What follows belongs to an exercise in optimizing a design on an open flow for small area; a production flow would make more cautious choices.
RTL that was checked went through simulation tests only; none was proved equivalent to the original.
No functional check of the RTL was part of runs 2 and 5.
No activity file was given, so power comes from the tool's default toggle rates.

==> design/flow/design.v <==
module fifo (
    input         clk,
    input         clear,
    input         push,
    input  [15:0] din,
    input         pop,
    output [5:0]  used,
    output [15:0] head
);
    reg [15:0] mem [0:62];
    reg [5:0] count;
    assign used = count;
    integer i;
    always @(posedge clk)
    begin
        if (push)
        begin
            mem[0] <= din;
            for (i = 1; i < 63; i = i + 1)
                mem[i] <= mem[i - 1];
        end
    end
    always @(posedge clk)
    begin
        if (clear)
            count <= 0;
        else if (push && !pop)
            count <= count + 1'b1;
        else if (pop && !push)
            count <= count - 1'b1;
    end
    wire [7:0] dlo = 8'd1 << count[2:0];
    wire [7:0] dhi = 8'd1 << count[5:3];
    reg [15:0] h;
    integer k;
    always @(*)
    begin
        h = 16'h0;
        for (k = 1; k < 64; k = k + 1)
            h = h | (mem[k - 1] & {16{dhi[k / 8] & dlo[k % 8]}});
    end
    assign head = h;
endmodule
module esdi_interface (
    input         clk,
    input         resetn,
    input         s_awvalid,
    output        s_awready,
    input  [6:0]  s_awaddr,
    input         s_wvalid,
    output        s_wready,
    input  [31:0] s_wdata,
    output        s_bvalid,
    input         s_bready,
    output [1:0]  s_bresp,
    input         s_arvalid,
    output        s_arready,
    input  [6:0]  s_araddr,
    output        s_rvalid,
    input         s_rready,
    output [31:0] s_rdata,
    output [1:0]  s_rresp,
    output        parallel_tvalid,
    input         parallel_tready,
    output [7:0]  parallel_tdata,
    output        parallel_tlast,
    output        esdi_transfer_req,
    output        esdi_command_data,
    input         esdi_transfer_ack,
    input         esdi_confstat_data,
    input         esdi_index,
    input         esdi_sector,
    output        esdi_read_gate,
    input         esdi_read_clock,
    input         esdi_read_data,
    input         esdi_attention,
    input         esdi_ready,
    input         esdi_command_complete,
    input         esdi_drive_selected,
    output [3:0]  esdi_head_select,
    output [2:0]  esdi_drive_select,
    output        esdi_address_mark_enable
);
    reg        aw_full;
    reg        w_full;
    reg        w_sent;       
    reg        b_pend;       
    reg  [4:0] wa;           
    reg [31:0] wd;
    reg        ar_full;
    reg        r_pend;       
    reg  [4:0] ra;           
    reg [31:0] rd;
    wire w_unm = wa[4] & wa[3];
    wire r_unm = ra[4] & ra[3];
    wire w_both = aw_full & w_full;
    wire w_commit = w_sent & ~b_pend;
    wire r_cap = ar_full & ~r_pend & ~r_unm;
    assign s_awready = ~aw_full;
    assign s_wready = ~w_full;
    assign s_arready = ~ar_full;
    assign s_bvalid = w_unm ? w_both : b_pend;
    assign s_bresp = {2{w_unm}};
    assign s_rvalid = r_unm ? ar_full : r_pend;
    assign s_rresp = {2{r_unm}};
    assign s_rdata = rd;
    wire b_done = s_bvalid & s_bready;
    wire r_done = s_rvalid & s_rready;
    always @(posedge clk)
    begin
        if (!resetn)
        begin
            aw_full <= 0;
            w_full <= 0;
            w_sent <= 0;
            b_pend <= 0;
            ar_full <= 0;
            r_pend <= 0;
        end
        else
        begin
            if (s_awvalid && !aw_full)
                aw_full <= 1;
            if (s_wvalid && !w_full)
                w_full <= 1;
            if (w_both && !w_unm && !w_sent)
                w_sent <= 1;
            if (w_commit)
                b_pend <= 1;
            if (b_done)
            begin
                aw_full <= 0;
                w_full <= 0;
                w_sent <= 0;
                b_pend <= 0;
            end
            if (s_arvalid && !ar_full)
                ar_full <= 1;
            if (r_cap)
                r_pend <= 1;
            if (r_done)
            begin
                ar_full <= 0;
                r_pend <= 0;
            end
        end
    end
    always @(posedge clk)
    begin
        if (s_awvalid && !aw_full)
            wa <= s_awaddr[6:2];
        if (s_wvalid && !w_full)
            wd <= s_wdata;
        if (s_arvalid && !ar_full)
            ra <= s_araddr[6:2];
    end
    wire wc_cmd = w_commit & (wa[4:3] == 2'd0);
    wire wc_st  = w_commit & (wa[4:3] == 2'd1);
    wire wc_rp  = w_commit & (wa[4:3] == 2'd2);
    wire [2:0] widx = wa[2:0];
    localparam DATA_SETUP = 6;
    localparam ACK_TO_NREQ = 6;
    localparam BIT_TIMEOUT = 1000000;
    reg  [2:0] c_state;
    reg        c_reading;
    reg  [4:0] c_bits;
    reg [19:0] c_cycles;
    reg [16:0] c_sr;             
    reg        c_query;
    reg        c_req;            
    reg        c_cmd;            
    reg        bdo_valid;
    reg [16:0] bdo;
    reg        bdi_valid;
    reg [17:0] bdi;
    reg  [2:0] drive_sel;
    reg  [3:0] head_sel;
    reg  [2:0] ack_s;
    reg  [2:0] csd_s;
    reg  [2:0] cc_s;
    reg  [2:0] att_s;
    reg  [2:0] rdy_s;
    reg  [2:0] dsl_s;
    assign esdi_transfer_req = c_req;
    assign esdi_command_data = c_cmd;
    assign esdi_drive_select = drive_sel;
    assign esdi_head_select = head_sel;
    wire c_cyc0 = (c_cycles == 20'd0);
    wire c_cyc6 = (c_cycles == 20'd6);
    wire c_tmo  = (c_cycles == BIT_TIMEOUT);
    wire rc_bdi = r_cap & (ra == 5'd1);     
    always @(posedge clk)
    begin
        ack_s <= {esdi_transfer_ack, ack_s[2:1]};
        csd_s <= {esdi_confstat_data, csd_s[2:1]};
    end
    always @(posedge clk)
    begin
        if (!resetn)
        begin
            c_req <= 0;
            c_cmd <= 0;
            c_state <= 0;
            bdo_valid <= 0;
            bdi_valid <= 0;
            bdi <= 0;
            drive_sel <= 0;
            head_sel <= 0;
            cc_s <= 0;
            att_s <= 0;
            rdy_s <= 0;
            dsl_s <= 0;
        end
        else
        begin
            cc_s <= {esdi_command_complete, cc_s[2:1]};
            att_s <= {esdi_attention, att_s[2:1]};
            rdy_s <= {esdi_ready, rdy_s[2:1]};
            dsl_s <= {esdi_drive_selected, dsl_s[2:1]};
            case (c_state)
            3'd0:
            begin
                if (bdo_valid)
                begin
                    bdo_valid <= 0;
                    c_state <= 1;
                end
                c_req <= 0;
                c_cmd <= 0;
            end
            3'd1:
            begin
                if (c_cyc0)
                begin
                    if (!c_reading)
                        c_cmd <= c_sr[16];
                end
                else if (c_cyc6)
                begin
                    c_req <= 1;
                    c_state <= 2;
                end
            end
            3'd2:
            begin
                if (!ack_s[0])
                    c_state <= 3;
                else if (c_tmo)
                begin
                    c_state <= 0;
                    if (c_query)
                    begin
                        bdi_valid <= 1;
                        bdi <= {1'b1, 17'h0};
                    end
                end
            end
            3'd3:
            begin
                if (c_cyc6)
                begin
                    c_req <= 0;
                    c_state <= 4;
                end
            end
            default:
            begin
                if (ack_s[0])
                begin
                    if (c_bits == 17)
                    begin
                        if (c_query && !c_reading)
                            c_state <= 1;
                        else
                            c_state <= 0;
                        if (c_query && c_reading)
                        begin
                            bdi_valid <= 1;
                            bdi <= {1'b0, ~^c_sr, c_sr[16:1]};
                        end
                    end
                    else
                        c_state <= 1;
                end
                else if (c_tmo)
                begin
                    c_state <= 0;
                    if (c_query)
                    begin
                        bdi_valid <= 1;
                        bdi <= {1'b1, 17'h0};
                    end
                end
            end
            endcase
            if (wc_cmd)
            begin
                case (widx)
                    3'd1: bdo_valid <= 1;
                    3'd2: drive_sel <= wd[2:0];
                    3'd3: head_sel <= wd[3:0];
                    default: ;
                endcase
            end
            if (rc_bdi)
                bdi_valid <= 0;
        end
    end
    always @(posedge clk)
    begin
        if (wc_cmd && widx == 3'd1)
            bdo <= wd[16:0];
    end
    always @(posedge clk)
    begin
        c_cycles <= c_cycles + 1'b1;
        case (c_state)
        3'd0:
        begin
            if (bdo_valid)
            begin
                c_sr <= {bdo[15:0], ~^bdo[15:0]};
                c_query <= bdo[16];
                c_reading <= 0;
                c_bits <= 0;
                c_cycles <= 0;
            end
        end
        3'd1:
        begin
            if (c_cyc0)
            begin
                if (!c_reading)
                    c_sr <= {c_sr[15:0], 1'b0};
                c_bits <= c_bits + 1'b1;
            end
            else if (c_cyc6)
                c_cycles <= 0;
        end
        3'd2:
        begin
            if (!ack_s[0])
            begin
                c_cycles <= 0;
                if (c_reading)
                    c_sr <= {c_sr[15:0], !csd_s[0]};
            end
        end
        3'd3:
        begin
            if (c_cyc6)
                c_cycles <= 0;
        end
        default:
        begin
            if (ack_s[0])
            begin
                if (c_bits == 17)
                begin
                    if (c_query && !c_reading)
                    begin
                        c_reading <= 1;
                        c_bits <= 0;
                        c_cycles <= 0;
                    end
                end
                else
                    c_cycles <= 0;
            end
        end
        endcase
    end
    reg  [4:0] idx_sh;
    reg  [4:0] sec_sh;
    reg [31:0] st_ctrl;
    reg [31:0] addr_assert;
    reg [31:0] addr_deassert;
    reg [31:0] data_assert;
    reg [31:0] data_deassert;
    reg [31:0] st_cycles;
    reg [15:0] sector_cnt;
    reg [31:0] ame_countdown;
    reg        sector_reached;
    reg [15:0] max_sector_seen;
    reg        task_wr_valid;
    reg [15:0] task_wr_data;
    reg        cur_task_valid;
    reg [15:0] cur_task;
    reg        read_gate;
    reg        ame;
    assign esdi_read_gate = read_gate;
    assign esdi_address_mark_enable = ame;
    wire st_en     = st_ctrl[0];
    wire st_srst   = st_ctrl[1];
    wire st_raa    = st_ctrl[2];
    wire st_rda    = st_ctrl[3];
    wire st_notask = st_ctrl[4];
    wire st_soft   = st_ctrl[5];
    wire f_index  = (idx_sh[1] & idx_sh[2]) | (idx_sh[1] & idx_sh[3]) | (idx_sh[2] & idx_sh[3]);
    wire f_sector = (sec_sh[1] & sec_sh[2]) | (sec_sh[1] & sec_sh[3]) | (sec_sh[2] & sec_sh[3]);
    wire ev_index  = idx_sh[0] & ~f_index;
    wire ev_sector = sec_sh[0] & ~f_sector;
    wire [15:0] next_sector = sector_cnt + 1'b1;
    wire go = st_notask | sector_reached;
    wire  [5:0] tasks_used;
    wire        task_full = &tasks_used;
    wire        task_push = task_wr_valid & ~task_full;
    wire        task_pop  = st_en & ~cur_task_valid & (tasks_used != 6'd0);
    wire [15:0] task_head;
    fifo tasking_fifo (
        .clk    (clk),
        .clear  (!resetn || st_srst),
        .push   (task_push),
        .din    (task_wr_data),
        .pop    (task_pop),
        .used   (tasks_used),
        .head   (task_head)
    );
    always @(posedge clk)
    begin
        if (!resetn)
        begin
            idx_sh <= 5'b11111;
            sec_sh <= 5'b11111;
            read_gate <= 0;
            ame <= 0;
            max_sector_seen <= 16'hffff;
            st_cycles <= 0;
            sector_cnt <= 0;
            addr_assert <= 0;
            addr_deassert <= 0;
            data_assert <= 0;
            data_deassert <= 0;
            st_ctrl <= 0;
            task_wr_valid <= 0;
            cur_task_valid <= 0;
        end
        else
        begin
            idx_sh <= {esdi_index, idx_sh[4:2], f_index};
            sec_sh <= {esdi_sector, sec_sh[4:2], f_sector};
            if (!task_full)
                task_wr_valid <= 0;
            if (st_en)
            begin
                if (st_soft && (ame_countdown == 0))
                    ame <= 1;
                if (task_pop)
                    cur_task_valid <= 1;
                st_cycles <= st_cycles + 1'b1;
                if (ev_index)
                begin
                    st_cycles <= 0;
                    max_sector_seen <= sector_cnt;
                    if (!st_soft)
                    begin
                        sector_cnt <= 0;
                        if (cur_task_valid && (cur_task == 0))
                            cur_task_valid <= 0;
                    end
                    else
                        sector_cnt <= 16'hffff;
                end
                if (ev_sector)
                begin
                    st_cycles <= 0;
                    sector_cnt <= next_sector;
                    if (cur_task_valid && (cur_task == next_sector))
                        cur_task_valid <= 0;
                    ame <= 0;
                end
                if ((st_cycles == addr_assert) && st_raa && go)
                    read_gate <= 1;
                if (st_cycles == addr_deassert)
                    read_gate <= 0;
                if ((st_cycles == data_assert) && st_rda && go)
                    read_gate <= 1;
                if (st_cycles == data_deassert)
                    read_gate <= 0;
            end
            else
            begin
                read_gate <= 0;
                ame <= 0;
            end
            if (st_srst)
            begin
                task_wr_valid <= 0;
                cur_task_valid <= 0;
            end
            if (wc_st)
            begin
                case (widx)
                    3'd0: st_ctrl <= wd;
                    3'd2: addr_assert <= wd;
                    3'd3: addr_deassert <= wd;
                    3'd4: data_assert <= wd;
                    3'd5: data_deassert <= wd;
                    3'd6: task_wr_valid <= 1;
                    default: ;
                endcase
            end
        end
    end
    always @(posedge clk)
    begin
        if (st_en)
        begin
            if (ame_countdown != 0)
                ame_countdown <= ame_countdown - 1'b1;
            if (ev_index && !st_soft)
                sector_reached <= cur_task_valid && (cur_task == 0);
            if (ev_sector)
            begin
                ame_countdown <= data_deassert;
                sector_reached <= cur_task_valid && (cur_task == next_sector);
            end
        end
        else
        begin
            ame_countdown <= 0;
            sector_reached <= 0;
        end
        if (!cur_task_valid)
            cur_task <= task_head;
        if (wc_st && widx == 3'd6)
            task_wr_data <= wd[15:0];
    end
    reg  [2:0] rdat_s;
    reg  [2:0] rclk_s;
    reg [31:0] rp_ctrl;
    reg  [7:0] clocks_per_bit;
    reg  [2:0] bit_cnt;
    reg        int_clk;
    reg  [7:0] int_cnt;
    reg        new_bit;
    reg        new_bit_valid;
    reg  [7:0] data_in;
    reg [10:0] byte_cnt;
    reg        new_byte_valid;
    reg        new_byte_is_last;
    reg        pend_valid;
    reg        pend_last;
    reg  [7:0] pend_data;
    reg        t_valid;
    reg  [7:0] t_data;
    reg        t_last;
    reg        overflow;
    assign parallel_tvalid = t_valid;
    assign parallel_tdata = t_data;
    assign parallel_tlast = t_last;
    wire rp_en     = rp_ctrl[0];
    wire rp_nogate = rp_ctrl[2];
    wire rp_intclk = rp_ctrl[3];
    wire sample_pulse = rp_intclk ? int_clk : (!rclk_s[0] && rclk_s[1]);
    wire int_wrap = (clocks_per_bit != 8'd0) && (int_cnt == clocks_per_bit - 1'b1);
    wire take_bit = sample_pulse && (read_gate || rp_nogate);
    wire flush = !read_gate && !rp_nogate && !new_bit_valid;
    wire send = pend_valid && (new_byte_valid || pend_last);
    always @(posedge clk)
    begin
        rdat_s <= {esdi_read_data, rdat_s[2:1]};
        rclk_s <= {esdi_read_clock, rclk_s[2:1]};
        int_clk <= rp_en && int_wrap;
        new_bit_valid <= rp_en && take_bit;
        if (take_bit)
            new_bit <= rdat_s[0];
        new_byte_valid <= rp_en && ((new_bit_valid && (&bit_cnt)) || (flush && bit_cnt != 0));
        new_byte_is_last <= !new_bit_valid;
        if (rp_en && send)
        begin
            t_data <= pend_data;
            t_last <= (&byte_cnt) || pend_last;
        end
        if (rp_en && new_byte_valid)
            pend_data <= data_in;
    end
    always @(posedge clk)
    begin
        if (!resetn)
        begin
            rp_ctrl <= 32'h2;
            clocks_per_bit <= 8'd4;
            bit_cnt <= 0;
            int_cnt <= 0;
            data_in <= 0;
            byte_cnt <= 0;
            pend_valid <= 0;
            pend_last <= 0;
            t_valid <= 0;
            overflow <= 0;
        end
        else
        begin
            if (parallel_tready)
                t_valid <= 0;
            if (rp_en)
            begin
                if (int_wrap)
                    int_cnt <= 0;
                else
                    int_cnt <= int_cnt + 1'b1;
                if (new_bit_valid)
                begin
                    data_in <= {data_in[6:0], new_bit};
                    bit_cnt <= bit_cnt + 1'b1;
                end
                if (send)
                begin
                    pend_valid <= 0;
                    t_valid <= 1;
                    if (t_valid && !parallel_tready)
                        overflow <= 1;
                    if ((&byte_cnt) || pend_last)
                        byte_cnt <= 0;
                    else
                        byte_cnt <= byte_cnt + 1'b1;
                end
                if (new_byte_valid)
                begin
                    pend_valid <= 1;
                    pend_last <= new_byte_is_last;
                end
                if (flush)
                begin
                    if (bit_cnt != 0)
                        bit_cnt <= 0;
                    else
                        pend_last <= 1;
                end
            end
            if (wc_rp)
            begin
                case (widx)
                    3'd0: rp_ctrl <= wd;
                    3'd1: clocks_per_bit <= wd[7:0];
                    3'd2: overflow <= wd[0];
                    default: ;
                endcase
            end
        end
    end
    reg [31:0] rsel_cmd;
    reg [31:0] rsel_st;
    reg [31:0] rsel_rp;
    always @(*)
    begin
        case (ra[2:0])
            3'd0: rsel_cmd = {30'h0, bdi_valid, bdo_valid};
            3'd1: rsel_cmd = {14'h0, bdi};
            3'd2: rsel_cmd = {29'h0, drive_sel};
            3'd3: rsel_cmd = {28'h0, head_sel};
            default: rsel_cmd = {28'h0, dsl_s[0], cc_s[0], att_s[0], rdy_s[0]};
        endcase
        case (ra[2:0])
            3'd0: rsel_st = st_ctrl;
            3'd1: rsel_st = {30'h0, cur_task_valid, task_wr_valid};
            3'd2: rsel_st = addr_assert;
            3'd3: rsel_st = addr_deassert;
            3'd4: rsel_st = data_assert;
            3'd5: rsel_st = data_deassert;
            3'd6: rsel_st = {26'h0, tasks_used};
            default: rsel_st = {16'h0, max_sector_seen};
        endcase
        if (ra[1])
            rsel_rp = {31'h0, overflow};
        else if (ra[0])
            rsel_rp = {24'h0, clocks_per_bit};
        else
            rsel_rp = rp_ctrl;
    end
    always @(posedge clk)
    begin
        if (s_arvalid && !ar_full)
            rd <= 32'h0;
        else if (r_cap)
            rd <= (ra[4:3] == 2'd0) ? rsel_cmd : (ra[4:3] == 2'd1) ? rsel_st : rsel_rp;
    end
endmodule
==> design/flow/run.sh <==
#!/bin/bash
# synth_recipe.tcl (not shown) runs the flow's synth.tcl, then flattens the netlist and writes it again
# the make line also repeats each setting of config.mk as NAME=value (left out here)
make -C /OpenROAD-flow-scripts/flow DESIGN_CONFIG=/design/flow/config.mk WORK_HOME=/design/flow/orfs CLKGATE_MAP_FILE= SYNTH_SCRIPT=/design/flow/synth_recipe.tcl finish
==> design/flow/config.mk <==
export PLATFORM = sky130hd
export DESIGN_NAME = esdi_interface
export DESIGN_NICKNAME = esdi_interface
export VERILOG_FILES = /design/flow/design.v
export SDC_FILE = /design/flow/constraint.sdc
export NUM_CORES = 4
export LEC_CHECK = 0
export CAP_MARGIN = 20
export CORE_MARGIN = 2
export CORE_UTILIZATION = 45
export PLACE_DENSITY = 0.6
export SLEW_MARGIN = 20
==> design/flow/constraint.sdc <==
create_clock -name core_clock -period 8.0 [get_ports {clk}]
set_input_delay 1.6000 -clock core_clock [delete_from_list [all_inputs] [get_ports {clk}]]
set_output_delay 1.6000 -clock core_clock [all_outputs]
set_load 0.01 [all_outputs]
==> results of run 1 <==
## cell type report
| class | count | area share, % |
|---|---|---|
| Sequential cell | 1610 | 60.56 |
| Multi-Input combinational cell | 3002 | 25.57 |
| Clock buffer | 211 | 6.280 |
| Tap cell | 1876 | 3.256 |
| Timing Repair Buffer | 227 | 2.900 |
| Clock inverter | 98 | 1.170 |
| Inverter | 48 | 0.2603 |
| Antenna cell | 1 | 0.003471 |
## report_power, final
part / internal (mW) / leakage [nW] / total (mW) / switching, mW
registers: 8.92 / 13.3 / 9.04 / 0.120
clock network: 4.24 / 2.62 / 7.65 / 3.41
logic: 0.196 / 7.73 / 0.478 / 0.282
## registers in the layout (all words and copies together), names as in the netlist, 18 cells and up
signal,count
st_ctrl,32
bdi,18
tasking_fifo.mem,1008
rp_ctrl,32
data_assert,32
data_deassert,32
addr_deassert,32
rd,32
c_cycles,20
wd,32
addr_assert,32
ame_countdown,32
st_cycles,32
## synth_stat cells (9+ instances only)
master / n
sky130_fd_sc_hd__nor3_1: 80
sky130_fd_sc_hd__or3_1: 12
sky130_fd_sc_hd__nand3b_1: 11
sky130_fd_sc_hd__o211ai_1: 11
sky130_fd_sc_hd__ha_1: 20
sky130_fd_sc_hd__o22ai_1: 10
sky130_fd_sc_hd__o21ai_0: 82
sky130_fd_sc_hd__nor4_1: 72
sky130_fd_sc_hd__and3_1: 52
sky130_fd_sc_hd__a21oi_1: 319
sky130_fd_sc_hd__nand4_1: 116
sky130_fd_sc_hd__nand3_1: 131
sky130_fd_sc_hd__inv_1: 46
sky130_fd_sc_hd__and2_1: 19
sky130_fd_sc_hd__nor2b_1: 21
sky130_fd_sc_hd__xnor2_1: 93
sky130_fd_sc_hd__a221oi_1: 22
sky130_fd_sc_hd__nor2_1: 291
sky130_fd_sc_hd__xor2_1: 180
sky130_fd_sc_hd__nand2b_1: 21
sky130_fd_sc_hd__a22oi_1: 486
sky130_fd_sc_hd__a2111oi_0: 12
sky130_fd_sc_hd__dfxtp_1: 469
sky130_fd_sc_hd__a222oi_1: 18
sky130_fd_sc_hd__buf_1: 12
sky130_fd_sc_hd__nor3b_1: 14
sky130_fd_sc_hd__mux2i_1: 47
sky130_fd_sc_hd__edfxtp_1: 1141
sky130_fd_sc_hd__a31oi_1: 15
sky130_fd_sc_hd__clkbuf_1: 270
sky130_fd_sc_hd__mux2_2: 38
sky130_fd_sc_hd__o221ai_1: 12
sky130_fd_sc_hd__nand2_1: 651
sky130_fd_sc_hd__o221a_2: 12
sky130_fd_sc_hd__a211oi_1: 20
sky130_fd_sc_hd__o31ai_1: 9
## through the flow
stage	hold WS (ns)	power (mW)	instance area, um^2	instances	setup TNS, ns
floorplan	0.3096	9.467	63170	4950	-8290.89
global placement	0.3122	9.687	66620	6760	0
detailed placement	0.3138	9.691	66630	6760	0
CTS	0.3264	17.27	72000	7069	0
global route	0.3271	17.64	72090	7072	0
finish	0.3263	17.17	72090	7073	0
## cells by family (layout without fill, tap and decap cells)
kind of cell / count (synthesis) / count (layout) / synth area share [%]
flip-flops: 1610 / 1610 / 69.25
other: 0 / 1 / 0
adder cells (fa/ha/maj): 23 / 23 / 0.4605
buffers and inverters: 338 / 584 / 2.058
AO/OA/AOI/OAI: 1080 / 1080 / 11.55
AND/OR/NAND/NOR: 1538 / 1538 / 11.36
XOR/XNOR: 273 / 273 / 3.793
multiplexers: 88 / 88 / 1.532
## worst reg2reg max path, cell delays in order, from the launching register on
cell                       delay [ns]
sky130_fd_sc_hd__dfxtp_1         0.77
sky130_fd_sc_hd__nand3b_1        0.65
sky130_fd_sc_hd__nor2_2          1.05
sky130_fd_sc_hd__buf_4           0.48
sky130_fd_sc_hd__a22oi_1         0.13
sky130_fd_sc_hd__nand3_1         0.12
sky130_fd_sc_hd__nor3_1          0.07
sky130_fd_sc_hd__nand4_1         0.36
## worst min-delay path by stage
stage / start / endpoint / slack [ns] / depth (start not counted)
CTS: ack_s[1]$_DFF_P_ / ack_s[0]$_DFF_P_ / 0.33 / 0
floorplan: ack_s[1]$_DFF_P_ / ack_s[0]$_DFF_P_ / 0.31 / 0
finish: ack_s[1]$_DFF_P_ / ack_s[0]$_DFF_P_ / 0.33 / 0
detailed placement: ack_s[1]$_DFF_P_ / ack_s[0]$_DFF_P_ / 0.31 / 0
global placement: ack_s[1]$_DFF_P_ / ack_s[0]$_DFF_P_ / 0.31 / 0
global route: ack_s[1]$_DFF_P_ / ack_s[0]$_DFF_P_ / 0.33 / 0
## layout by cell type (no fill, tap or decap), types with 51 or more instances in the layout
| master | Yosys | routed |
|---|---|---|
| sky130_fd_sc_hd__o21ai_0 | 82 | 81 |
| sky130_fd_sc_hd__xnor2_1 | 93 | 93 |
| sky130_fd_sc_hd__and3_1 | 52 | 51 |
| sky130_fd_sc_hd__nand3_1 | 131 | 129 |
| sky130_fd_sc_hd__nor4_1 | 72 | 72 |
| sky130_fd_sc_hd__nand2_1 | 651 | 649 |
| sky130_fd_sc_hd__nand4_1 | 116 | 116 |
| sky130_fd_sc_hd__a22oi_1 | 486 | 486 |
| sky130_fd_sc_hd__buf_4 | 5 | 99 |
| sky130_fd_sc_hd__dfxtp_1 | 469 | 467 |
| sky130_fd_sc_hd__edfxtp_1 | 1141 | 1141 |
| sky130_fd_sc_hd__nor2_1 | 291 | 226 |
| sky130_fd_sc_hd__a21oi_1 | 319 | 318 |
| sky130_fd_sc_hd__nor3_1 | 80 | 76 |
| sky130_fd_sc_hd__clkbuf_16 | 0 | 169 |
| sky130_fd_sc_hd__clkdlybuf4s50_1 | 0 | 120 |
| sky130_fd_sc_hd__xor2_1 | 180 | 180 |
## layer usage
metal,part of all wire [%],track usage [%]
met5,0.0077,0
met1,39,39.35
met3,12,7.276
met2,45,43.65
met4,4.2,11.37
==> impl_metrics.yaml, run 1 <==
floorplanning:
  fp.dieH_um: 378.3
  std_cell_rows: 137
  die_width_um: 378.3
  start_util_pct: 45.29
  top_level_pins: 126
  die-area_um2: 143100
  coreArea_um2: 139200
worst_setup_path:
  cp-startpoint: "ra[3]$_DFFE_PP_"
  cp_slowest_cell: "sky130_fd_sc_hd__edfxtp_1"
  path_max_fanout: 8
  critical_path_arrival_ns: 2.45
  reg2regPathDepth: 7
  timing.critical_path.required_ns: 6.40
  setup.worst_path.end_class: "output pin"
  crit_path_max_incr_delay_ns: 0.61
  worst-r2r-setup-slack_ns: 4.11
  timing.rr.start: "tasking_fifo.count[3]$_SDFFE_PP0P_"
  cp_top_family: "flip-flops"
  worstSetupStartpointType: "flop"
  worstSetupPathType: "reg -> out"
  cp.depth: 3
  critical_path.reg2reg.endpoint: "cur_task[9]$_DFFE_PN_"
  cp_num_buf_inv: 1
  critPathCapture: "s_rvalid"
  crit_chain: "nand2_1, o21ai_0, clkdlybuf4s50_1"
yosys:
  synth-seq-area-share_pct: 69.25
  synth_seq_cells: 1610
  synthCells: 4950
  post_synth.cell_area_avg_um2: 12.73
  syn_area_um2: 63040
  yosysTopAreaCellShare_pct: 54.35
  synth.top_cells.by_area: "sky130_fd_sc_hd__edfxtp_1 54%, sky130_fd_sc_hd__dfxtp_1 15%, sky130_fd_sc_hd__a22oi_1 5.8%, sky130_fd_sc_hd__nand2_1 3.9%, sky130_fd_sc_hd__a21oi_1 2.5%"
  synth_enable_flop_cells: 1141
  synth_warn: 3
  async_flop_share_pct: 0
  synth.lib_cells_used.distinct: 81
  synthDominantAreaCellType: "sky130_fd_sc_hd__edfxtp_1"
  mapped_nets: 5035
  ys.flop_type: "sky130_fd_sc_hd__edfxtp_1"
pwr:
  power.leakage_nw: 23.66
  vdd.ir_drop.worst_mv: 0.1613
  power-per-cell-area_nw_per_um2: 238.2
timing:
  finalWorstPathRequiredPeriod_ns: 4.047
  period_share_pct: 50.58
  slew-limit-headroom_pct: 17.02
  post-route-worst-setup-slack_ns: 3.954
  maxSlewViolCount: 0
  finalClockSkew_ns: 0.02478
  clock.fmax_mhz: 247.1
  hold_viol: 0
  rsz_0062_raised_after_global_routing: "false"
  worst-slew-pin-transition_ns: 1.243
  finalSetupViolations: 0
grt:
  grt_use_total_pct: 28.68
  antenna_found_initial: 6
  total_congestion_overflow_after_global_routing: 0
  vias_in_the_first_global_route: 41370
  grt_max_degree: 206
  grt_first_pass_wirelength_um: 295200
routing:
  drt-pass1-iter-count: 10
  via_per_inst: 6.241
  first_iter_violations: 7001
  drt-wirelength-per-cell_um: 29.51
  ant_nets: 0
  routed-via-count: 44140
  route.final.wire_length_um: 208800
  drc: 0
clocking:
  cts.path.max_buffers: 3
  post_cts_buffers: 0
  clk_pin_slew_worst_paths_ns: 0.06
  clk_root_buffer_cell: "sky130_fd_sc_hd__clkbuf_16"
  h-tree-depth: 4
  cts_repair_resize_count: 0
  tritoncts: "yes"
  clock_insertion_delay_at_the_later_pin_of_the_skew_report_ns: 0.82
  cts.sinks: 1610
  holdBufCountCts: 0
  numCtsBuffers: 168
layout:
  drive_above_1_share_pct: 9.834
  fillerInstances: 11970
  final-seq-area_um2: 43660
  layout.nets: 5142
  postLayoutCoreUtil_pct: 51.79
  area.growth.synth_to_final_pct: 14.36
  area_of_the_multi_input_gates_um2: 18430
placed_design:
  gpl.final_weighted_congestion: 0.9137
  place_hpwl_um: 131600
  pre_cts_ws_ns: 3.846
  port-buffer-count: 121
run:
  maxCapViolCount: 0
run_status:
  run_status: "complete, no violations"
min_path:
  hold_class: "reg -> reg"
==> inputs of run 2 (changes only) <==
--- a/design/flow/design.v
+++ b/design/flow/design.v
@@ -160,2 +160,3 @@
     wire [2:0] widx = wa[2:0];
+    wire [31:0] wdr = wd & {32{resetn}};
     localparam DATA_SETUP = 6;
@@ -206,4 +207,2 @@
             bdi <= 0;
-            drive_sel <= 0;
-            head_sel <= 0;
             cc_s <= 0;
@@ -299,4 +298,2 @@
                     3'd1: bdo_valid <= 1;
-                    3'd2: drive_sel <= wd[2:0];
-                    3'd3: head_sel <= wd[3:0];
                     default: ;
@@ -312,2 +309,6 @@
             bdo <= wd[16:0];
+        if (!resetn || (wc_cmd && widx == 3'd2))
+            drive_sel <= wdr[2:0];
+        if (!resetn || (wc_cmd && widx == 3'd3))
+            head_sel <= wdr[3:0];
     end
@@ -426,10 +427,4 @@
             ame <= 0;
-            max_sector_seen <= 16'hffff;
             st_cycles <= 0;
             sector_cnt <= 0;
-            addr_assert <= 0;
-            addr_deassert <= 0;
-            data_assert <= 0;
-            data_deassert <= 0;
-            st_ctrl <= 0;
             task_wr_valid <= 0;
@@ -453,3 +448,2 @@
                     st_cycles <= 0;
-                    max_sector_seen <= sector_cnt;
                     if (!st_soft)
@@ -493,7 +487,2 @@
                 case (widx)
-                    3'd0: st_ctrl <= wd;
-                    3'd2: addr_assert <= wd;
-                    3'd3: addr_deassert <= wd;
-                    3'd4: data_assert <= wd;
-                    3'd5: data_deassert <= wd;
                     3'd6: task_wr_valid <= 1;
@@ -527,2 +516,14 @@
             task_wr_data <= wd[15:0];
+        if (!resetn || (wc_st && widx == 3'd0))
+            st_ctrl <= wdr;
+        if (!resetn || (wc_st && widx == 3'd2))
+            addr_assert <= wdr;
+        if (!resetn || (wc_st && widx == 3'd3))
+            addr_deassert <= wdr;
+        if (!resetn || (wc_st && widx == 3'd4))
+            data_assert <= wdr;
+        if (!resetn || (wc_st && widx == 3'd5))
+            data_deassert <= wdr;
+        if (!resetn || (st_en && ev_index))
+            max_sector_seen <= sector_cnt | {16{!resetn}};
     end
@@ -576,2 +577,6 @@
             pend_data <= data_in;
+        if (!resetn || (wc_rp && widx == 3'd0))
+            rp_ctrl <= {wdr[31:2], wd[1] | !resetn, wdr[0]};
+        if (!resetn || (wc_rp && widx == 3'd1))
+            clocks_per_bit <= {wdr[7:3], wd[2] | !resetn, wdr[1:0]};
     end
@@ -581,4 +586,2 @@
         begin
-            rp_ctrl <= 32'h2;
-            clocks_per_bit <= 8'd4;
             bit_cnt <= 0;
@@ -634,4 +637,2 @@
                 case (widx)
-                    3'd0: rp_ctrl <= wd;
-                    3'd1: clocks_per_bit <= wd[7:0];
                     3'd2: overflow <= wd[0];
@@ -671,8 +672,10 @@
     end
+    wire r_acc = s_arvalid & ~ar_full;
+    wire rs_cmd = r_cap & (ra[4:3] == 2'd0);
+    wire rs_st  = r_cap & (ra[4:3] == 2'd1);
+    wire rs_rp  = r_cap & (ra[4:3] == 2'd2);
     always @(posedge clk)
     begin
-        if (s_arvalid && !ar_full)
-            rd <= 32'h0;
-        else if (r_cap)
-            rd <= (ra[4:3] == 2'd0) ? rsel_cmd : (ra[4:3] == 2'd1) ? rsel_st : rsel_rp;
+        if (r_acc || r_cap)
+            rd <= ({32{rs_cmd}} & rsel_cmd) | ({32{rs_st}} & rsel_st) | ({32{rs_rp}} & rsel_rp);
     end
--- a/design/flow/config.mk
+++ b/design/flow/config.mk
@@ -10,2 +10,3 @@
 export CORE_UTILIZATION = 45
+export CTS_BUF_LIST = sky130_fd_sc_hd__clkbuf_8
 export PLACE_DENSITY = 0.6
==> run 2 against run 1 <==
Compared with the run above: total power is 3.5% higher; clock skew is 0.062 ns higher; clock power is 11% lower; maximum frequency is 3.5% lower; via count is 8.2% lower; sequential power is 5.6% higher; flip-flop and latch count stayed put; hold slack hardly changed; critical path depth is 3 higher; count of clock-buffer cells in the layout is 83 higher; critical endpoint is now tasking_fifo.mem[35][12]$_DFFE_PP_; still clean on timing, DRC and antenna; global-route usage is 1.3 points lower; largest power group unchanged; core utilization is 0.086 points lower.
==> impl_metrics.yaml, run 2 <==
min_path:
  hold_end: "rclk_s[1]$_DFF_P_"
  hold_class: "reg -> reg"
  worstHoldPathCells: 0
  hold_path_startpoint: "rclk_s[2]$_DFF_P_"
timing:
  finalWorstPathRequiredPeriod_ns: 4.193
  finalSetupViolations: 0
  hold_viol: 0
  rsz_0062_raised_after_global_routing: "false"
  worst-slew-pin-transition_ns: 1.167
  hold_ws_ns: 0.3261
  finalClockSkew_ns: 0.08631
  period_share_pct: 52.41
  clock.fmax_mhz: 238.5
  maxSlewViolCount: 0
  slew-limit-headroom_pct: 21.98
  tns_ns: 0
layout:
  layout.nets: 4542
  drive_above_1_share_pct: 12.43
  largest_reg_flops: 1008
  postLayoutCoreUtil_pct: 51.71
  final_cell_mix: "1396 x sky130_fd_sc_hd__edfxtp_1, 484 x sky130_fd_sc_hd__a22oi_1, 294 x sky130_fd_sc_hd__clkbuf_8, 233 x sky130_fd_sc_hd__nand2_1, 214 x sky130_fd_sc_hd__dfxtp_1"
  mostFrequentLayoutCell: "sky130_fd_sc_hd__edfxtp_1"
  area_of_the_multi_input_gates_um2: 15610
  final-instance-count-excl-fill: 6454
  biggest_register: "tasking_fifo.mem"
  fillerInstances: 11360
  final-seq-area_um2: 46200
  area.growth.synth_to_final_pct: 13.94
floorplanning:
  start_util_pct: 45.38
  top_level_pins: 126
  std_cell_rows: 136
  die-area_um2: 141800
  fp.dieH_um: 376.6
  coreArea_um2: 137700
  die_width_um: 376.6
worst_setup_path:
  worstSetupStartpointType: "flop"
  critical_path.reg2reg.endpoint: "tasking_fifo.mem[35][12]$_DFFE_PP_"
  timing.critical_path.required_ns: 8.58
  path_max_fanout: 193
  critical_path_arrival_ns: 4.78
  worstSetupPathType: "reg -> reg"
  worst-r2r-setup-slack_ns: 3.81
  cpMostUsedCell: "sky130_fd_sc_hd__buf_12"
  crit_chain: "nand3_4, nor2_4, nor2b_4, buf_12, buf_12, buf_4"
  reg2regPathDepth: 6
  setup.worst_path.end_class: "flop"
  crit_path_max_incr_delay_ns: 0.91
  cp_slowest_cell: "sky130_fd_sc_hd__buf_4"
  timing.rr.start: "tasking_fifo.count[1]$_SDFFE_PP0P_"
clocking:
  cts_repair_resize_count: 0
  cts.path.max_buffers: 4
  cts.sinks: 1610
  numCtsBuffers: 278
  tritoncts: "yes"
  post_cts_buffers: 0
  clk_root_buffer_cell: "sky130_fd_sc_hd__clkbuf_8"
  clock_insertion_delay_at_the_later_pin_of_the_skew_report_ns: 0.98
  holdBufCountCts: 0
  h-tree-depth: 5
  clk_pin_slew_worst_paths_ns: 0.06
placed_design:
  place.detailed.instances: 5971
  place_hpwl_um: 121800
  port-buffer-count: 121
  gpl.final_weighted_congestion: 0.8828
yosys:
  synthCells: 4175
  synth-seq-area-share_pct: 73.96
  yosysTopAreaCellShare_pct: 67.10
  syn_area_um2: 62470
  mapped_nets: 4260
  async_flop_share_pct: 0
  synth_warn: 3
  synthDominantAreaCellType: "sky130_fd_sc_hd__edfxtp_1"
  synth_enable_flop_cells: 1396
  synth.lib_cells_used.distinct: 74
  synth_seq_cells: 1610
  synth.cells.most_frequent: "1396 x sky130_fd_sc_hd__edfxtp_1, 484 x sky130_fd_sc_hd__a22oi_1, 269 x sky130_fd_sc_hd__nor2_1, 233 x sky130_fd_sc_hd__nand2_1, 214 x sky130_fd_sc_hd__dfxtp_1"
  ys.flop_type: "sky130_fd_sc_hd__edfxtp_1"
  post_synth.cell_area_avg_um2: 14.96
  synth_most_common_cell: "sky130_fd_sc_hd__edfxtp_1"
  synth.top_cells.by_area: "sky130_fd_sc_hd__edfxtp_1 67%, sky130_fd_sc_hd__dfxtp_1 6.9%, sky130_fd_sc_hd__a22oi_1 5.8%, sky130_fd_sc_hd__xor2_1 2.4%, sky130_fd_sc_hd__xnor2_1 1.6%"
routing:
  via_per_inst: 6.281
  drc: 0
  first_iter_violations: 6335
  route.final.wire_length_um: 198200
  drt-wirelength-per-cell_um: 30.71
  drt-pass1-iter-count: 8
  routed-via-count: 40540
  ant_nets: 0
grt:
  grt_max_degree: 203
  grt_use_total_pct: 27.43
  grt_first_pass_wirelength_um: 276800
  total_congestion_overflow_after_global_routing: 0
  vias_in_the_first_global_route: 38080
  antenna_found_initial: 6
run_status:
  run_status: "complete, no violations"
pwr:
  power.leakage_nw: 24.33
  power-per-cell-area_nw_per_um2: 249.6
  vdd.ir_drop.worst_mv: 0.1982
  fin_total_pwr_mw: 17.77
run:
  maxCapViolCount: 0
[run 2: cell types whose count changed after synthesis, sizes merged, moves of 30 or more]
cell    previous run  this run
dfxtp            469       214
and2              21        53
nand3            131       101
a21oi            319        74
clkbuf           270       203
edfxtp          1141      1396
nor3              80        47
nand2            651       233
[run 2: metrics by stage]
step | cell area (um^2) | setup slack, ns
global route | 71160 | 3.662
detailed placement | 66270 | 3.856
global placement | 66260 | 3.923
floorplan | 62600 | -10.50
finish | 71180 | 3.807
CTS | 71160 | 3.799
[run 2: kinds of logic after synthesis]
group,Yosys count,synth area share (%)
compound gates,826,9.708
buf+inv,276,1.708
flops,1610,73.96
fa+ha+maj,23,0.4647
simple gates,1074,8.694
mux,75,1.364
xor+xnor,291,4.102
[run 2: worst max-delay path by stage]
stage / slack (ns) / start / endpoint
5_1_grt: 3.66 / tasking_fifo.count[4]$_SDFFE_PP0P_ / tasking_fifo.mem[56][12]$_DFFE_PP_
2_1_floorplan: -10.50 / tasking_fifo.count[5]$_SDFFE_PP0P_ / tasking_fifo.count[5]$_SDFFE_PP0P_
6_report: 3.81 / tasking_fifo.count[1]$_SDFFE_PP0P_ / tasking_fifo.mem[35][12]$_DFFE_PP_
3_5_place_dp: 3.86 / tasking_fifo.count[1]$_SDFFE_PP0P_ / tasking_fifo.mem[62][3]$_DFFE_PP_
4_1_cts: 3.80 / ra[4]$_DFFE_PP_ / s_rvalid
3_3_place_gp: 3.92 / tasking_fifo.count[1]$_SDFFE_PP0P_ / tasking_fifo.mem[53][3]$_DFFE_PP_
[run 2: final cells by class]
type,count,area share (%)
sequential,1610,64.91
multi-input combinational,2289,21.93
clock buffer,294,5.685
tap,1794,3.154
timing repair buffer,222,2.816
clock inverter,180,1.179
inverter,56,0.2953
antenna,9,0.03164
[run 2: routing by layer]
layer | global-route usage [%] | vias to the layer above | routed length, um
li1 | - | 16900 | -
met1 | 38.81 | 20360 | 79090
met2 | 40.10 | 2850 | 86390
met3 | 8.200 | 431 | 25510
met4 | 9.743 | 2 | 7017
met5 | 0.8919 | - | 176
[run 2: power breakdown]
part           total, mW  switching, mW  internal (mW)
Sequential          9.55          0.255           9.30
Combinational       1.39          0.826          0.561
Clock               6.83           3.32           3.51
[run 2: critical path: cells and delay by family, from the launching register on]
family	cells	cell delay, ns
DFF	1	0.58
and+or+nand+nor	3	0.58
buffers and inverters	3	2.25
==> inputs of run 3 (changes only) <==
--- a/design/flow/design.v
+++ b/design/flow/design.v
@@ -169,2 +169,3 @@
     reg [16:0] c_sr;             
+    reg        c_par;            
     reg        c_query;
@@ -234,3 +235,3 @@
                     if (!c_reading)
-                        c_cmd <= c_sr[16];
+                        c_cmd <= (c_bits == 16) ? c_par : c_sr[16];
                 end
@@ -277,3 +278,3 @@
                             bdi_valid <= 1;
-                            bdi <= {1'b0, ~^c_sr, c_sr[16:1]};
+                            bdi <= {1'b0, c_par, c_sr[16:1]};
                         end
@@ -322,3 +323,4 @@
             begin
-                c_sr <= {bdo[15:0], ~^bdo[15:0]};
+                c_sr <= {bdo[15:0], 1'b0};
+                c_par <= 1;
                 c_query <= bdo[16];
@@ -334,3 +336,6 @@
                 if (!c_reading)
+                begin
                     c_sr <= {c_sr[15:0], 1'b0};
+                    c_par <= c_par ^ c_sr[16];
+                end
                 c_bits <= c_bits + 1'b1;
@@ -346,3 +351,6 @@
                 if (c_reading)
+                begin
                     c_sr <= {c_sr[15:0], !csd_s[0]};
+                    c_par <= c_par ^ !csd_s[0];
+                end
             end
@@ -365,2 +373,3 @@
                         c_cycles <= 0;
+                        c_par <= 1;
                     end
--- a/design/flow/config.mk
+++ b/design/flow/config.mk
@@ -10,3 +10,2 @@
 export CORE_UTILIZATION = 45
-export CTS_BUF_LIST = sky130_fd_sc_hd__clkbuf_8
 export PLACE_DENSITY = 0.6
==> run 3 against run 2 <==
Compared with the run above: combinational power up 9%; critical endpoint is now tasking_fifo.mem[56][11]$_DFFE_PP_; critical path depth unchanged; core utilization up 0.29 points; synthesized cell count down 1.7%.
==> impl_metrics.yaml, run 3 <==
run_status:
  run_status: "complete, no violations"
layout:
  area.growth.synth_to_final_pct: 14.79
  layout.nets: 4363
  postLayoutCoreUtil_pct: 51.99
  biggest_register: "tasking_fifo.mem"
  final_design_area_no_fill_um2: 71400
  mostFrequentLayoutCell: "sky130_fd_sc_hd__edfxtp_1"
  largest_reg_flops: 1008
  final_cell_mix: "1397 x sky130_fd_sc_hd__edfxtp_1, 508 x sky130_fd_sc_hd__a22oi_1, 212 x sky130_fd_sc_hd__dfxtp_1, 199 x sky130_fd_sc_hd__nand2_1, 194 x sky130_fd_sc_hd__nor2_1"
  drive_above_1_share_pct: 11.06
  final-instance-count-excl-fill: 6209
grt:
  grt_first_pass_wirelength_um: 271800
  grt_max_degree: 196
  vias_in_the_first_global_route: 37110
  antenna_found_initial: 7
  total_congestion_overflow_after_global_routing: 0
  grt_use_total_pct: 27.10
timing:
  post-route-worst-setup-slack_ns: 3.710
  rsz_0062_raised_after_global_routing: "false"
  hold_viol: 0
  worst-slew-pin-transition_ns: 1.274
  clock.fmax_mhz: 233.1
  hold_ws_ns: 0.3255
  slew-limit-headroom_pct: 14.86
  finalClockSkew_ns: 0.03725
  tns_ns: 0
  finalSetupViolations: 0
  maxSlewViolCount: 0
  finalWorstPathRequiredPeriod_ns: 4.290
  period_share_pct: 53.63
placed_design:
  place_hpwl_um: 124400
  detailed_place.area_um2: 65960
  gpl.final_weighted_congestion: 0.8930
  place.detailed.instances: 5903
  port-buffer-count: 121
  pre_cts_ws_ns: 3.742
yosys:
  ys.flop_type: "sky130_fd_sc_hd__edfxtp_1"
  syn_area_um2: 62190
  synthCells: 4104
  synth_seq_cells: 1611
  synth_warn: 3
  async_flop_share_pct: 0
  synth_most_common_cell: "sky130_fd_sc_hd__edfxtp_1"
  mapped_nets: 4190
  synth-seq-area-share_pct: 74.34
  synthDominantAreaCellType: "sky130_fd_sc_hd__edfxtp_1"
  synth.top_cells.by_area: "sky130_fd_sc_hd__edfxtp_1 67%, sky130_fd_sc_hd__dfxtp_1 6.9%, sky130_fd_sc_hd__a22oi_1 6.1%, sky130_fd_sc_hd__xor2_1 2.5%, sky130_fd_sc_hd__nor2_1 1.6%"
  synth.cells.most_frequent: "1397 x sky130_fd_sc_hd__edfxtp_1, 508 x sky130_fd_sc_hd__a22oi_1, 258 x sky130_fd_sc_hd__nor2_1, 214 x sky130_fd_sc_hd__dfxtp_1, 200 x sky130_fd_sc_hd__nand2_1"
  yosysTopAreaCellShare_pct: 67.45
  post_synth.cell_area_avg_um2: 15.15
  synth_enable_flop_cells: 1397
  synth.lib_cells_used.distinct: 74
routing:
  drt-pass1-iter-count: 6
  routed-via-count: 39280
  drt-wirelength-per-cell_um: 31.51
  first_iter_violations: 6212
  drc: 0
  ant_nets: 0
  via_per_inst: 6.327
  route.final.wire_length_um: 195600
worst_setup_path:
  path_max_fanout: 193
  crit_path_max_incr_delay_ns: 0.97
  setup.worst_path.end_class: "flop"
  worstSetupStartpointType: "flop"
  cp_slowest_cell: "sky130_fd_sc_hd__buf_4"
  cp_top_family: "buffers and inverters"
  critical_path_arrival_ns: 4.69
  cp_num_buf_inv: 3
  worstSetupPathType: "reg -> reg"
  timing.critical_path.required_ns: 8.40
  cpMostUsedCell: "sky130_fd_sc_hd__buf_12"
  crit_chain: "nand3_4, nor2_4, nor2b_4, buf_12, buf_12, buf_4"
floorplanning:
  die_width_um: 375.8
  start_util_pct: 45.29
  std_cell_rows: 136
  die-area_um2: 141200
  fp.dieH_um: 375.8
  coreArea_um2: 137300
  top_level_pins: 126
clocking:
  numCtsBuffers: 166
  clk_pin_slew_worst_paths_ns: 0.06
  cts_repair_resize_count: 0
  clock_insertion_delay_at_the_later_pin_of_the_skew_report_ns: 0.80
  h-tree-depth: 4
  holdBufCountCts: 0
  cts.path.max_buffers: 3
  post_cts_buffers: 0
  cts.sinks: 1611
  tritoncts: "yes"
  clk_root_buffer_cell: "sky130_fd_sc_hd__clkbuf_16"
pwr:
  power-per-cell-area_nw_per_um2: 264.9
  vdd.ir_drop.worst_mv: 0.1784
  fin_total_pwr_mw: 18.91
  power.leakage_nw: 24.01
run:
  maxCapViolCount: 0
min_path:
  hold_class: "reg -> reg"
-- run 3: cell type report --
cell class | instances | area (um^2)
fill | 11240 | 65930
sequential | 1611 | 46240
multi-input combinational | 2233 | 15330
clock buffer | 222 | 4603
tap | 1794 | 2245
timing repair buffer | 218 | 1978
clock inverter | 82 | 817.0
inverter | 47 | 176.4
antenna | 2 | 5.005
-- run 3: logic make-up after synthesis --
group	count (synthesis)	share of synthesized area [%]
buffers and inverters	260	1.632
DFF	1611	74.34
adders and majority gates	24	0.4868
and+or+nand+nor	1032	8.540
AOI/OAI and AO/OA	837	9.846
xor gates and xnor gates	258	3.633
muxes	82	1.525
-- run 3: where the power goes --
part / switching (mW) / internal, mW / total, mW
registers: 0.260 / 9.34 / 9.60
logic: 0.898 / 0.614 / 1.51
clock network: 3.30 / 4.50 / 7.80
-- run 3: final timing paths --
check / from / endpoint / slack [ns] / cells past startpoint
setup reg to reg: tasking_fifo.count[3]$_SDFFE_PP0P_ / tasking_fifo.mem[56][11]$_DFFE_PP_ / 3.71 / 6
hold / removal: csd_s[2]$_DFF_P_ / csd_s[1]$_DFF_P_ / 0.33 / 0
hold reg to reg: csd_s[2]$_DFF_P_ / csd_s[1]$_DFF_P_ / 0.33 / 0
setup / recovery: tasking_fifo.count[3]$_SDFFE_PP0P_ / tasking_fifo.mem[56][11]$_DFFE_PP_ / 3.71 / 6
-- run 3: layer usage --
layer  part of all wire, %  up-vias  global-route usage [%]
li1                      -    16480                       -
met2                    44     2613                   40.24
met1                    40    19810                   37.93
met5                 0.020        -                       0
met4                   3.3        6                   9.070
met3                    13      372                   8.349
==> inputs of run 4 (changes only) <==
--- a/design/flow/config.mk
+++ b/design/flow/config.mk
@@ -10,2 +10,4 @@
 export CORE_UTILIZATION = 45
+export CTS_CLUSTER_DIAMETER = 100
+export CTS_CLUSTER_SIZE = 25
 export PLACE_DENSITY = 0.6
==> run 4 against run 3 <==
Compared with the run above: non-clock buffer count increased by 1; die area unchanged; area after synthesis unchanged; core utilization decreased by 2.3 points; count of clock-buffer cells in the layout decreased by 111; final cell count decreased by 2.9%; register-to-register slack about the same; cell area decreased by 4.4%; first-iteration DRC count increased by 6.9%; sequential power about the same; wire length decreased by 1.5%; sequential share of layout area increased by 3.0 points.
==> impl_metrics.yaml, run 4 <==
timing:
  slew-limit-headroom_pct: 16.26
  rsz_0062_raised_after_global_routing: "false"
  worst-slew-pin-transition_ns: 1.253
  maxSlewViolCount: 0
  clock.fmax_mhz: 232.8
  post-route-worst-setup-slack_ns: 3.704
  finalSetupViolations: 0
  hold_viol: 0
  finalClockSkew_ns: 0.07970
  period_share_pct: 53.70
  finalWorstPathRequiredPeriod_ns: 4.296
  hold_ws_ns: 0.3340
run:
  maxCapViolCount: 0
clocking:
  numCtsBuffers: 76
  holdBufCountCts: 0
  cts.path.max_buffers: 3
  clk_root_buffer_cell: "sky130_fd_sc_hd__clkbuf_16"
  h-tree-depth: 3
  clk_pin_slew_worst_paths_ns: 0.10
  cts_repair_resize_count: 0
  tritoncts: "yes"
  clock_insertion_delay_at_the_later_pin_of_the_skew_report_ns: 0.74
  post_cts_buffers: 0
  cts.sinks: 1611
placed_design:
  port-buffer-count: 121
  gpl.final_weighted_congestion: 0.8930
  place.detailed.instances: 5903
  pre_cts_ws_ns: 3.742
  place_hpwl_um: 124400
worst_setup_path:
  cp_slowest_cell: "sky130_fd_sc_hd__buf_4"
  critical_path_arrival_ns: 4.66
  worst-r2r-setup-slack_ns: 3.70
  cp_num_buf_inv: 3
  crit_chain: "nand3_4, nor2_4, nor2b_4, buf_12, buf_12, buf_4"
  path_max_fanout: 193
  worstSetupStartpointType: "flop"
  crit_path_max_incr_delay_ns: 0.98
  setup.worst_path.end_class: "flop"
  cpMostUsedCell: "sky130_fd_sc_hd__buf_12"
  timing.critical_path.required_ns: 8.36
  worstSetupPathType: "reg -> reg"
  cp_top_family: "buffers and inverters"
grt:
  grt_max_degree: 196
  vias_in_the_first_global_route: 35960
  antenna_found_initial: 7
  total_congestion_overflow_after_global_routing: 0
  grt_first_pass_wirelength_um: 268100
  grt_use_total_pct: 26.70
routing:
  drc: 0
  first_iter_violations: 6641
  ant_nets: 0
  via_per_inst: 6.386
  drt-wirelength-per-cell_um: 31.99
  routed-via-count: 38500
  route.final.wire_length_um: 192800
  drt-pass1-iter-count: 8
yosys:
  synth_seq_cells: 1611
  yosysTopAreaCellShare_pct: 67.45
  async_flop_share_pct: 0
  synth.lib_cells_used.distinct: 74
  synth_enable_flop_cells: 1397
  syn_area_um2: 62190
  synth-seq-area-share_pct: 74.34
  synth.cells.most_frequent: "1397 x sky130_fd_sc_hd__edfxtp_1, 508 x sky130_fd_sc_hd__a22oi_1, 258 x sky130_fd_sc_hd__nor2_1, 214 x sky130_fd_sc_hd__dfxtp_1, 200 x sky130_fd_sc_hd__nand2_1"
  synth.top_cells.by_area: "sky130_fd_sc_hd__edfxtp_1 67%, sky130_fd_sc_hd__dfxtp_1 6.9%, sky130_fd_sc_hd__a22oi_1 6.1%, sky130_fd_sc_hd__xor2_1 2.5%, sky130_fd_sc_hd__nor2_1 1.6%"
  post_synth.cell_area_avg_um2: 15.15
  synthCells: 4104
  synth_warn: 3
  ys.flop_type: "sky130_fd_sc_hd__edfxtp_1"
  mapped_nets: 4190
  synthDominantAreaCellType: "sky130_fd_sc_hd__edfxtp_1"
  synth_most_common_cell: "sky130_fd_sc_hd__edfxtp_1"
floorplanning:
  coreArea_um2: 137300
  die_width_um: 375.8
  top_level_pins: 126
  die-area_um2: 141200
  std_cell_rows: 136
  start_util_pct: 45.29
  fp.dieH_um: 375.8
pwr:
  switchingPower_mw: 3.843
  power_switching_share_pct: 24.59
  vdd.ir_drop.worst_mv: 0.1635
  comb_power_share_pct: 9.6
  power-per-cell-area_nw_per_um2: 229.1
  power_share_of_the_clock_group_pct: 29.1
  power.internal_mw: 11.79
  power.sequential.fraction_pct: 61.3
  power.leakage_nw: 22.44
layout:
  final-seq-area_um2: 46240
  postLayoutCoreUtil_pct: 49.69
  final_cell_mix: "1397 x sky130_fd_sc_hd__edfxtp_1, 508 x sky130_fd_sc_hd__a22oi_1, 212 x sky130_fd_sc_hd__dfxtp_1, 199 x sky130_fd_sc_hd__nand2_1, 194 x sky130_fd_sc_hd__nor2_1"
  area_of_the_multi_input_gates_um2: 15330
  biggest_register: "tasking_fifo.mem"
  largest_reg_flops: 1008
  drive_above_1_share_pct: 8.034
  final-instance-count-excl-fill: 6028
  mostFrequentLayoutCell: "sky130_fd_sc_hd__edfxtp_1"
  fillerInstances: 11510
  area.growth.synth_to_final_pct: 9.715
  layout.nets: 4274
min_path:
  hold_class: "reg -> reg"
run_status:
  run_status: "complete, no violations"
run 4: cell counts after synthesis:
Identical to the previous run, type by type.
run 4: stage by stage:
stage                     total power, mW  area [um^2]  setup TNS (ns)
after detailed placement            11.26        65960               0
after CTS                           15.71        68200               0
after global placement              11.24        65960               0
after global routing                16.14        68230               0
final                               15.63        68240               0
after floorplan                     10.74        62320        -8302.86
run 4: final cells by class:
cell class	count	share of cell area [%]
Multi-Input combinational cell	2233	22.47
Sequential cell	1611	67.76
Tap cell	1794	3.290
Clock inverter	11	0.2475
Clock buffer	111	3.025
Timing Repair Buffer	219	2.939
Inverter	47	0.2585
Antenna cell	2	0.007334
run 4: routing by layer:
metal	global-route usage [%]	part of all wire, %
met1	38.33	40
met2	39.94	44
met3	6.766	13
met4	8.320	3.1
met5	0	0.020
run 4: cells by family after synthesis:
| kind of cell | count (synthesis) | share of synthesized area, % |
|---|---|---|
| DFF | 1611 | 74.34 |
| and+or+nand+nor | 1032 | 8.540 |
| AOI/OAI and AO/OA | 837 | 9.846 |
| buffers and inverters | 260 | 1.632 |
| xor gates and xnor gates | 258 | 3.633 |
| muxes | 82 | 1.525 |
| adders and majority gates | 24 | 0.4868 |
run 4: path summary, 6_finish.rpt:
path,start,endpoint,depth (start not counted)
hold / removal,rdat_s[1]$_DFF_P_,rdat_s[0]$_DFF_P_,0
setup reg to reg,tasking_fifo.count[3]$_SDFFE_PP0P_,tasking_fifo.mem[55][11]$_DFFE_PP_,6
hold reg to reg,rdat_s[1]$_DFF_P_,rdat_s[0]$_DFF_P_,0
setup / recovery,tasking_fifo.count[3]$_SDFFE_PP0P_,tasking_fifo.mem[55][11]$_DFFE_PP_,6
run 4: worst register-to-register path: stages (launching register included):
cell,delay (ns)
sky130_fd_sc_hd__dfxtp_1,0.56
sky130_fd_sc_hd__nand3_4,0.33
sky130_fd_sc_hd__nor2_4,0.08
sky130_fd_sc_hd__nor2b_4,0.18
sky130_fd_sc_hd__buf_12,0.62
sky130_fd_sc_hd__buf_12,0.88
sky130_fd_sc_hd__buf_4,1.25
run 4: power groups by stage:
stage / clock, mW / sequential (mW) / combinational [mW]
after detailed placement: 0 / 9.77 / 1.49
after CTS: 4.63 / 9.58 / 1.50
after floorplan: 0 / 9.67 / 1.07
after global placement: 0 / 9.76 / 1.48
final: 4.55 / 9.58 / 1.50
after global routing: 4.89 / 9.62 / 1.64
==> inputs of run 5 (changes only) <==
--- a/design/flow/design.v
+++ b/design/flow/design.v
@@ -33,11 +33,19 @@
     wire [7:0] dhi = 8'd1 << count[5:3];
-    reg [15:0] h;
-    integer k;
-    always @(*)
-    begin
-        h = 16'h0;
-        for (k = 1; k < 64; k = k + 1)
-            h = h | (mem[k - 1] & {16{dhi[k / 8] & dlo[k % 8]}});
-    end
-    assign head = h;
+    wire [63:0] sel;
+    genvar gi;
+    generate for (gi = 0; gi < 64; gi = gi + 1) begin : s
+        assign sel[gi] = dhi[gi / 8] & dlo[gi % 8];
+    end endgenerate
+    wire [15:0] t [0:20];
+    generate for (gi = 0; gi < 21; gi = gi + 1) begin : grp
+        aoi222 g (.a(mem[3*gi]), .sa(sel[3*gi+1]), .b(mem[3*gi+1]), .sb(sel[3*gi+2]), .c(mem[3*gi+2]), .sc(sel[3*gi+3]), .y(t[gi]));
+    end endgenerate
+    wire [15:0] u [0:6];
+    generate for (gi = 0; gi < 7; gi = gi + 1) begin : grp2
+        assign u[gi] = ~(t[3*gi] & t[3*gi+1] & t[3*gi+2]);
+    end endgenerate
+    assign head = u[0] | u[1] | u[2] | u[3] | u[4] | u[5] | u[6];
+endmodule
+module aoi222 (input [15:0] a, input sa, input [15:0] b, input sb, input [15:0] c, input sc, output [15:0] y);
+    assign y = ~((a & {16{sa}}) | (b & {16{sb}}) | (c & {16{sc}}));
 endmodule
==> design/flow/flow/run.sh (new file) <==
#!/bin/bash
# Layout flow: the standard layout (standard.sh, ORFS) with two changes:
#  - the port buffers are the smallest buffer cell (buf_1) instead of the
#    one ORFS picks; every input and output port still gets its own buffer;
#  - clock tree synthesis clusters up to 25 flip-flops within 100 um per
#    leaf buffer and inserts no dummy loads.
# Each ORFS step writes its own log under orfs/logs/; make's output goes to
# flow_make.log and the DEF export's to flow_def.log.
set -euo pipefail
cd "$(dirname "$0")/.."
export BUFFER_PORTS_ARGS="-buffer_cell sky130_fd_sc_hd__buf_1"
export CTS_ARGS="-sink_clustering_enable -repair_clock_nets -dont_use_dummy_load -sink_clustering_size 25 -sink_clustering_max_diameter 100"
bash standard.sh > flow_make.log 2>&1
test -s out/final.def
==> design/flow/standard.sh (new file) <==
#!/bin/bash
# synth_recipe.tcl (not shown) runs the flow's synth.tcl, then flattens the netlist and writes it again
# the make line also repeats each setting of config.mk as NAME=value (left out here)
make -C /OpenROAD-flow-scripts/flow DESIGN_CONFIG=/design/flow/config.mk WORK_HOME=/design/flow/orfs CLKGATE_MAP_FILE= SYNTH_SCRIPT=/design/flow/synth_recipe.tcl "${@:-finish}"
--- a/design/flow/config.mk
+++ b/design/flow/config.mk
@@ -10,5 +10,5 @@
 export CORE_UTILIZATION = 45
-export CTS_CLUSTER_DIAMETER = 100
-export CTS_CLUSTER_SIZE = 25
 export PLACE_DENSITY = 0.6
 export SLEW_MARGIN = 20
+export SYNTH_HIERARCHICAL = 1
+export SYNTH_MINIMUM_KEEP_SIZE = 0
removed: design/flow/run.sh
==> run 5 against run 4 <==
Compared with the run above: still clean; first-iteration DRC count fell by 13%; sequential share of layout area rose by 2.2 points; combinational power is essentially flat; total power decreased by 2.6%; area after synthesis is 1.0% lower; synthesized cell count fell by 6.3%; critical path type unchanged.
==> impl_metrics.yaml, run 5 <==
run_status:
  run_status: "complete, no violations"
routing:
  drt-wirelength-per-cell_um: 26.13
  drt-pass1-iter-count: 10
  route.final.wire_length_um: 149200
  routed-via-count: 35380
  ant_nets: 0
  drc: 0
  via_per_inst: 6.196
  first_iter_violations: 5770
yosys:
  synthCells: 3845
  synthXorXnorAreaFrac_pct: 3.657
  yosysTopAreaCellShare_pct: 68.16
  synth.top_cells.by_area: "sky130_fd_sc_hd__edfxtp_1 68%, sky130_fd_sc_hd__dfxtp_1 7.0%, sky130_fd_sc_hd__a222oi_1 5.6%, sky130_fd_sc_hd__xor2_1 2.1%, sky130_fd_sc_hd__nor2_1 1.6%"
  synth-compound-area-share_pct: 9.396
  synthDominantAreaCellType: "sky130_fd_sc_hd__edfxtp_1"
  combinational_family_with_the_most_area_after_synthesis: "compound AO/OA/AOI/OAI gates"
  synth.lib_cells_used.distinct: 80
  synth_seq_cells: 1611
  synth_enable_flop_cells: 1397
  synth_most_common_cell: "sky130_fd_sc_hd__edfxtp_1"
  synth-seq-area-share_pct: 75.12
  post_synth.cell_area_avg_um2: 16.01
  async_flop_share_pct: 0
  yosys-mux-area-fraction_pct: 1.415
  synth_warn: 10
  ys.flop_type: "sky130_fd_sc_hd__edfxtp_1"
  synth_fa_ha_area_share_pct: 0.5326
  mapped_nets: 3933
  simple_logic_cell_fraction_of_the_synthesized_area_pct: 7.666
  syn_area_um2: 61550
  synth.cells.most_frequent: "1397 x sky130_fd_sc_hd__edfxtp_1, 344 x sky130_fd_sc_hd__a222oi_1, 266 x sky130_fd_sc_hd__nor2_1, 214 x sky130_fd_sc_hd__dfxtp_1, 186 x sky130_fd_sc_hd__nand2_1"
pwr:
  power.leakage_nw: 21.24
  vdd.ir_drop.worst_mv: 0.1677
  power-per-cell-area_nw_per_um2: 230.5
clocking:
  clock_insertion_delay_at_the_later_pin_of_the_skew_report_ns: 0.71
  cts_repair_resize_count: 0
  cts.path.max_buffers: 3
  holdBufCountCts: 0
  clk_root_buffer_cell: "sky130_fd_sc_hd__clkbuf_16"
  post_cts_buffers: 0
  h-tree-depth: 3
  cts.sinks: 1611
  numCtsBuffers: 76
  tritoncts: "yes"
  clk_pin_slew_worst_paths_ns: 0.10
layout:
  final-seq-area_um2: 46240
  layout.nets: 4018
  biggest_register: "tasking_fifo.mem"
  final_cell_mix: "1397 x sky130_fd_sc_hd__edfxtp_1, 344 x sky130_fd_sc_hd__a222oi_1, 218 x sky130_fd_sc_hd__nor2_1, 210 x sky130_fd_sc_hd__dfxtp_1, 185 x sky130_fd_sc_hd__nand2_1"
  area_of_the_multi_input_gates_um2: 14230
  area.growth.synth_to_final_pct: 7.308
  drive_above_1_share_pct: 7.968
  mostFrequentLayoutCell: "sky130_fd_sc_hd__edfxtp_1"
  largest_reg_flops: 1008
  fillerInstances: 11350
  antennaDiodeCount: 0
worst_setup_path:
  path_max_fanout: 13
  worstSetupStartpointType: "flop"
  worstSetupPathType: "reg -> reg"
  critical_path_arrival_ns: 4.31
  timing.critical_path.required_ns: 8.41
  setup.worst_path.end_class: "flop"
timing:
  hold_viol: 0
  maxSlewViolCount: 0
  finalWorstPathRequiredPeriod_ns: 3.901
  hold_ws_ns: 0.3319
  rsz_0062_raised_after_global_routing: "false"
  worst-slew-pin-transition_ns: 1.249
  clock.fmax_mhz: 256.3
  post-route-worst-setup-slack_ns: 4.099
  slew-limit-headroom_pct: 15.98
  finalSetupViolations: 0
  finalClockSkew_ns: 0.05836
  period_share_pct: 48.77
floorplanning:
  std_cell_rows: 135
  die-area_um2: 139800
  top_level_pins: 126
  coreArea_um2: 135600
  die_width_um: 373.8
  start_util_pct: 45.38
  fp.dieH_um: 373.8
placed_design:
  place_hpwl_um: 98190
  port-buffer-count: 121
  gpl.final_weighted_congestion: 0.8934
  pre_cts_ws_ns: 4.045
grt:
  grt_use_total_pct: 20.70
  total_congestion_overflow_after_global_routing: 0
  antenna_found_initial: 2
  vias_in_the_first_global_route: 33410
  grt_max_degree: 220
  grt_first_pass_wirelength_um: 218600
min_path:
  hold_class: "reg -> reg"
run:
  maxCapViolCount: 0
-- run 5: changes by cell type in the layout (fill, tap and decap cells not counted), sizes merged, moves of 26 or more --
cell / before / now
clkdlybuf4s50: 120 / 0
clkbuf: 111 / 77
buf: 99 / 212
a222oi: 21 / 344
and3: 52 / 11
xor2: 174 / 148
a22oi: 508 / 30
-- run 5: final timing paths --
path | slack (ns) | end | cells past startpoint | startpoint
max | 4.10 | cur_task[4]$_DFFE_PN_ | 7 | tasking_fifo.count[4]$_SDFFE_PP0P_
min | 0.33 | csd_s[1]$_DFF_P_ | 0 | csd_s[2]$_DFF_P_
max reg2reg | 4.10 | cur_task[4]$_DFFE_PN_ | 7 | tasking_fifo.count[4]$_SDFFE_PP0P_
min reg2reg | 0.33 | csd_s[1]$_DFF_P_ | 0 | csd_s[2]$_DFF_P_
-- run 5: final cells by class --
class / instances / share of cell area (%)
timing repair buffer: 213 / 1.894
clock buffer: 76 / 2.879
inverter: 53 / 0.3012
tap: 1781 / 3.374
sequential: 1611 / 70.01
multi-input combinational: 1975 / 21.54
-- run 5: per-module statistics from Yosys (local to each module, per instance) --
| module | times used | cell area [um^2] | cells inside |
|---|---|---|---|
| aoi222 | 21 | 187.7 | 19 |
| fifo | 1 | 31860 | 1293 |
| esdi_interface | 1 | 25750 | 2153 |
-- run 5: cell families after synthesis --
family | count (synthesis)
DFF | 1611
and+or+nand+nor | 927
AOI/OAI and AO/OA | 689
buffers and inverters | 259
xor gates and xnor gates | 257
muxes | 76
adders and majority gates | 26
-- run 5: critical path, stage by stage (launching register included) --
cell                       delay [ns]
sky130_fd_sc_hd__dfxtp_1         0.77
sky130_fd_sc_hd__nand3b_1        0.42
sky130_fd_sc_hd__nor2_1          0.28
sky130_fd_sc_hd__buf_4           0.27
sky130_fd_sc_hd__a222oi_1        0.46
sky130_fd_sc_hd__nand4_1         0.31
sky130_fd_sc_hd__nor4_1          1.02
sky130_fd_sc_hd__nand2_1         0.10
-- run 5: layer usage --
layer / global-route usage (%) / vias up / routed length (um)
met1: 30.82 / 18010 / 65560
met3: 3.508 / 180 / 12400
met2: 31.28 / 1597 / 67020
met5: 0 / - / 13
li1: - / 15590 / -
met4: 5.966 / 2 / 4185
-- run 5: metrics by stage --
| stage | total power, mW | cells | util [%] | instance area, um^2 | setup TNS (ns) |
|---|---|---|---|---|---|
| global placement | 11.22 | 5631 | 47.24 | 64080 | 0 |
| floorplan | 10.78 | 3845 | - | 61600 | -7956.82 |
| global route | 15.79 | 5709 | 48.70 | 66050 | 0 |
| CTS | 15.35 | 5707 | 48.65 | 65990 | 0 |
| detailed placement | 11.23 | 5631 | 47.25 | 64080 | 0 |
| finish | 15.22 | 5709 | 48.70 | 66050 | 0 |
-- run 5: where the power goes --
| group | internal (mW) | switching [mW] |
|---|---|---|
| logic | 0.585 | 0.880 |
| registers | 9.32 | 0.273 |
| clock network | 1.71 | 2.45 |
